Source: an optimization exercise on an open RTL-to-GDS flow (aim: small area). Production flows keep margins and buffers that such runs may drop. At most, simulation tests tie the RTL to the original design; equivalence was not proved.

## AudioEffects
module AudioEffects(
input AUD_BCLK,
input rst,
input sw1,
input sw2,
input sw3,
input sw4,
input sw5,
input AUD_ADCDAT,
input AUD_ADCLRCK,
input AUD_DACLRCK,
output AUD_DACDAT
);
Size in the first run: about 1400 cells after synthesis, ~410 flip-flops, about 11 I/O pins, about 19000 um^2 of cells after synthesis.
export LEC_CHECK = 0
export ABC_AREA = 1
export CAP_MARGIN = 20
export CORE_MARGIN = 2
export CORE_UTILIZATION = 40
export CTS_BUF_LIST = sky130_fd_sc_hd__clkbuf_16
export CTS_CLUSTER_DIAMETER = 100
export CTS_CLUSTER_SIZE = 24
export SLEW_MARGIN = 20
create_clock -name core_clock -period 10.0 [get_ports {AUD_BCLK}]
run.sh (not shown) runs the stock make flow with config.mk's settings and CLKGATE_MAP_FILE= SYNTH_SCRIPT=/design/flow/synth_recipe.tcl, a recipe that flattens the netlist after the stock synthesis.
Rerun with:
--- a/flow/design.v
+++ b/flow/design.v
@@ -81,25 +81,24 @@
 		msb <= half[15];
 	if (load)
 		sr <= {half, sr[14:0], sr[31]};
 	else if (loadLo)
 		sr <= {sr[30:16], half, sr[31]};
 	else
 		sr <= {sr[30:0], sr[31]};
 end
 assign AUD_DACDAT = (s == BITS) ? sr[31] : msb;
 endmodule
 module FxCore(
 input [143:0] x,
-input [15:0] dflt,
 input lpf,
 input hpf,
 input comb,
 input mavg,
 output [15:0] y
 );
 wire [15:0] u0 = {~x[15], x[14:0]};
 wire [15:0] u1 = {~x[31], x[30:16]};
 wire [15:0] u2 = {~x[47], x[46:32]};
 wire [15:0] u3 = {~x[63], x[62:48]};
 wire [15:0] u4 = {~x[79], x[78:64]};
 wire [15:0] u5 = {~x[95], x[94:80]};
@@ -376,25 +375,25 @@
 wire fs263;
 wire fc264;
 wire fs265;
 wire fc266;
 wire fs267;
 wire fc268;
 wire fs269;
 wire fc270;
 wire fs271;
 wire fc272;
 wire [19:0] sa;
 wire [19:0] sb;
-wire [15:0] p = comb ? u0 : (lpf | hpf | mavg) ? u4 : {~dflt[15], dflt[14:0]};
+wire [15:0] p = comb ? u0 : u4;
 wire [17:0] qa = {18{lpf | mavg}} & oa;
 wire [17:0] qb = {18{lpf | mavg}} & ob;
 wire [17:0] ra = {{2{mavg}} & ea[17:16], ({16{mavg}} & ea[15:0]) | ({16{hpf}} & ~ea[15:0]) | ({16{comb}} & ~u8)};
 wire [17:0] rb = {{2{mavg}} & eb[17:16], ({16{mavg}} & eb[15:0]) | ({16{hpf}} & ~eb[15:0])};
 assign hs1 = u1[0] ^ u3[0];
 assign hc2 = u1[0] & u3[0];
 assign fs3 = u1[1] ^ u3[1] ^ u5[1];
 assign fc4 = (u1[1] & u3[1]) | (u5[1] & (u1[1] ^ u3[1]));
 assign fs5 = u1[2] ^ u3[2] ^ u5[2];
 assign fc6 = (u1[2] & u3[2]) | (u5[2] & (u1[2] ^ u3[2]));
 assign fs7 = u1[3] ^ u3[3] ^ u5[3];
 assign fc8 = (u1[3] & u3[3]) | (u5[3] & (u1[3] ^ u3[3]));
@@ -740,27 +739,27 @@
 	shiftR <= AUD_DACLRCK;
 	if (AUD_DACLRCK == 1)
 		lineL <= {lineL[127:0], adcL};
 	if (shiftR == 1)
 		lineR <= {lineR[127:0], adcR};
 end
 reg [3:0] selD;
 always @(posedge AUD_BCLK)
 	selD <= {sw5, sw4, sw3, sw2};
 wire [3:0] sel = phase ? selD : {sw5, sw4, sw3, sw2};
 wire [143:0] x = phase ? lineR : lineL;
 wire [15:0] dflt = phase ? adcR : adcL;
-wire [15:0] half;
-FxCore core(.x(x), .dflt(dflt),
-	.lpf(sel == 4'b1000), .hpf(sel == 4'b0100), .comb(sel == 4'b0010), .mavg(sel == 4'b0001),
-	.y(half));
+wire isFx = (sel == 4'b1000) | (sel == 4'b0100) | (sel == 4'b0010) | (sel == 4'b0001);
+wire [15:0] fx;
+FxCore core(.x(x), .lpf(sel[3]), .hpf(sel[2]), .comb(sel[1]), .mavg(sel[0]), .y(fx));
+wire [15:0] half = isFx ? fx : dflt;
 AudioDAC myDAC(
 .AUD_BCLK(AUD_BCLK),
 .rst(rst),
 .AUD_DACLRCK(AUD_DACLRCK),
 .half(half),
 .load(dacLoad),
 .loadLo(phase),
 .AUD_DACDAT(dacBit)
 );
 assign AUD_DACDAT = sw1 & dacBit;
 endmodule
Result: Via count came out higher by a few percent. Worst setup slack gains 0.18 ns. Die area came out higher slightly. Final cell count came out higher by a few percent. Utilization came out higher by 0.18 points. Critical path depth came out lower by 3. Worst hold slack loses 0.0070 ns. Count of clock-buffer cells in the layout is unchanged. Routed wire length came out higher by a few percent. Cell area came out higher slightly. Global-route usage is about the same.
Function not checked in the second run of this note: the RTL went through the layout flow alone.

---

Setup of v17:
Another version of the RTL of AudioEffects (not shown whole).
Size in the first run: roughly 410 flip-flops, roughly 11 I/O pins.
Design AudioEffects, start of the top module:
module AudioEffects(
input AUD_BCLK,
input rst,
input sw1,
input sw2,
input sw3,
input sw4,
input sw5,
input AUD_ADCDAT,
input AUD_ADCLRCK,
input AUD_DACLRCK,
output AUD_DACDAT
);
Settings: LEC_CHECK=0, CAP_MARGIN=20, CORE_MARGIN=2, CORE_UTILIZATION=40, CTS_BUF_LIST=sky130_fd_sc_hd__clkbuf_16, CTS_CLUSTER_DIAMETER=100, CTS_CLUSTER_SIZE=24, SLEW_MARGIN=20; clock period 10.0 ns.
v17 reached the end of the flow, and the finished layout is clean on the timing, design-rule and antenna checks.
Relative to v17, the following input files were edited for v32:
-- flow/design.v --
<<< v17, line 672
wire [19:0] s0;
wire [19:0] s;
wire [20:13] ones;    
assign cc[0] = 1'b0;
assign cc[13] = 1'b0;
genvar gi;
generate for (gi = 0; gi < 20; gi = gi + 1) begin : rca
	assign s0[gi] = sa[gi] ^ sb[gi] ^ cc[gi];
	if (gi != 13 - 1)
		assign cc[gi+1] = (sa[gi] & sb[gi]) | (cc[gi] & (sa[gi] ^ sb[gi]));
end endgenerate
wire clo = (sa[13-1] & sb[13-1]) | (cc[13-1] & (sa[13-1] ^ sb[13-1]));
assign ones[13] = 1'b1;
generate for (gi = 0; gi < 20; gi = gi + 1) begin : inc
	if (gi < 13)
		assign s[gi] = s0[gi];
	else begin
>>> v32, line 672
wire [19:0] s0;
wire [19:0] s;
wire [20:15] ones;    
assign cc[0] = 1'b0;
assign cc[15] = 1'b0;
genvar gi;
generate for (gi = 0; gi < 20; gi = gi + 1) begin : rca
	assign s0[gi] = sa[gi] ^ sb[gi] ^ cc[gi];
	if (gi != 15 - 1)
		assign cc[gi+1] = (sa[gi] & sb[gi]) | (cc[gi] & (sa[gi] ^ sb[gi]));
end endgenerate
wire clo = (sa[15-1] & sb[15-1]) | (cc[15-1] & (sa[15-1] ^ sb[15-1]));
assign ones[15] = 1'b1;
generate for (gi = 0; gi < 20; gi = gi + 1) begin : inc
	if (gi < 15)
		assign s[gi] = s0[gi];
	else begin
Findings:
- On critical path depth: between v32 and v17, it ends up higher for v32.
- v32 and v17: one clean run, v17; the rest did not finish clean.
- STATUS run=v32 STAGES=ALL_DONE FINAL_CHECKS=FAILED CAUSE=setup timing
- Taking v17 as the reference, in v32 multi-input combinational cell area +54 µm², least setup slack across all paths after layout -0.73 ns, final cell count +22, routed wire length -about 2.2%.
- [compare] base=v17 new=v32: layout overhead on the synthesized area went up.
No functional check of the RTL was part of any run of this note.

---

== run A ==
AudioEffects with an RTL version that a note above also has.
For scale: about 1300 cells after synthesis, roughly 11 I/O pins, ~19000 sq um of cells after synthesis.
clock: 10.0 ns
lec_check: 0
cap_margin: 20
core_margin: 2
core_utilization: 40
cts_buf_list: sky130_fd_sc_hd__clkbuf_16
cts_cluster_diameter: 100
cts_cluster_size: 24
slew_margin: 20
## Diff of input files: run D against run A
--- a/flow/design.v
+++ b/flow/design.v
@@ -83,20 +83,21 @@
 		sr <= {half, sr[14:0], sr[31]};
 	else if (loadLo)
 		sr <= {sr[30:16], half, sr[31]};
 	else
 		sr <= {sr[30:0], sr[31]};
 end
 assign AUD_DACDAT = (s == BITS) ? sr[31] : msb;
 endmodule
 module FxCore(
 input [143:0] x,
+input [15:0] dflt,
 input lpf,
 input hpf,
 input comb,
 input mavg,
 output [15:0] y
 );
 wire [15:0] u0 = {~x[15], x[14:0]};
 wire [15:0] u1 = {~x[31], x[30:16]};
 wire [15:0] u2 = {~x[47], x[46:32]};
 wire [15:0] u3 = {~x[63], x[62:48]};
@@ -377,21 +378,21 @@
 wire fs265;
 wire fc266;
 wire fs267;
 wire fc268;
 wire fs269;
 wire fc270;
 wire fs271;
 wire fc272;
 wire [19:0] sa;
 wire [19:0] sb;
-wire [15:0] p = comb ? u0 : u4;
+wire [15:0] p = comb ? u0 : (lpf | hpf | mavg) ? u4 : {~dflt[15], dflt[14:0]};
 wire [17:0] qa = {18{lpf | mavg}} & oa;
 wire [17:0] qb = {18{lpf | mavg}} & ob;
 wire [17:0] ra = {{2{mavg}} & ea[17:16], ({16{mavg}} & ea[15:0]) | ({16{hpf}} & ~ea[15:0]) | ({16{comb}} & ~u8)};
 wire [17:0] rb = {{2{mavg}} & eb[17:16], ({16{mavg}} & eb[15:0]) | ({16{hpf}} & ~eb[15:0])};
 assign hs1 = u1[0] ^ u3[0];
 assign hc2 = u1[0] & u3[0];
 assign fs3 = u1[1] ^ u3[1] ^ u5[1];
 assign fc4 = (u1[1] & u3[1]) | (u5[1] & (u1[1] ^ u3[1]));
 assign fs5 = u1[2] ^ u3[2] ^ u5[2];
 assign fc6 = (u1[2] & u3[2]) | (u5[2] & (u1[2] ^ u3[2]));
@@ -741,24 +742,24 @@
 		lineL <= {lineL[127:0], adcL};
 	if (shiftR == 1)
 		lineR <= {lineR[127:0], adcR};
 end
 reg [3:0] selD;
 always @(posedge AUD_BCLK)
 	selD <= {sw5, sw4, sw3, sw2};
 wire [3:0] sel = phase ? selD : {sw5, sw4, sw3, sw2};
 wire [143:0] x = phase ? lineR : lineL;
 wire [15:0] dflt = phase ? adcR : adcL;
-wire isFx = (sel == 4'b1000) | (sel == 4'b0100) | (sel == 4'b0010) | (sel == 4'b0001);
-wire [15:0] fx;
-FxCore core(.x(x), .lpf(sel[3]), .hpf(sel[2]), .comb(sel[1]), .mavg(sel[0]), .y(fx));
-wire [15:0] half = isFx ? fx : dflt;
+wire [15:0] half;
+FxCore core(.x(x), .dflt(dflt),
+	.lpf(sel == 4'b1000), .hpf(sel == 4'b0100), .comb(sel == 4'b0010), .mavg(sel == 4'b0001),
+	.y(half));
 AudioDAC myDAC(
 .AUD_BCLK(AUD_BCLK),
 .rst(rst),
 .AUD_DACLRCK(AUD_DACLRCK),
 .half(half),
 .load(dacLoad),
 .loadLo(phase),
 .AUD_DACDAT(dacBit)
 );
 assign AUD_DACDAT = sw1 & dacBit;
[summary]
The higher synthesized cell count came out of run A.
Compared to run A, run D has post-route minimum period 0.34 ns higher.
NOTE total met2 wirelength after detailed routing run A->run D decreased slightly
Run A vs run D, worst setup path endpoint: myDAC.msb$_DFFE_PP_ vs myDAC.sr[31]$_DFF_P_
On run D: count of multi-input combinational gates is 51 lower than what run A gave.
The HPWL after detailed placement of run D was superior to that of run A.
Status: biggest cell delay along the critical path parity (run D, run A)
Run D vs run A: register-to-register slack up in run D
As of run D, non-clock buffer count in the final layout had risen by more than a quarter compared to run A.
[run D vs run A] share of the cycle needed by the critical path after routing: higher in run D
Against run A, run D comes in 2 higher on number of gates on the worst path with buffers counted.
No functional check of the RTL was part of run A.

[re-timing with driven ports]
How much do the figures lean on ideal ports? The routed layouts below were timed once more, with nothing changed but the port constraints.
Step 1, drivers: a clkbuf_16 drives AUD_BCLK and a buf_2 each remaining input, both assumed.
Step 2 also shifts input and output timing later by t, the mid clock arrival at the registers, as if the neighbouring blocks saw the same clock.
a / b / c = ideal ports / drivers / drivers and shift; a / b = the first two.
run	t, ns	setup slack, ns	latest minus earliest clock arrival (ns)
the first run of note 1	0.601	1.033 / 1.060 / 0.459	0.025 / 0.025
the second run of note 1	0.601	1.211 / 1.245 / 0.645	0.027 / 0.027
v17	0.587	0.277 / 0.312 / -0.275	0.014 / 0.013
v32	0.605	-0.453 / -0.440 / -1.045	0.023 / 0.023
run A	0.597	0.840 / 0.874 / 0.277	0.019 / 0.019
run D	0.585	0.498 / 0.527 / -0.057	0.018 / 0.019
Met with ideal ports but missed after step 2: setup timing in v17 and run D. The setup slack of v32, which loses most, moves by +0.013 ns with the drivers and by -0.592 ns with both steps.
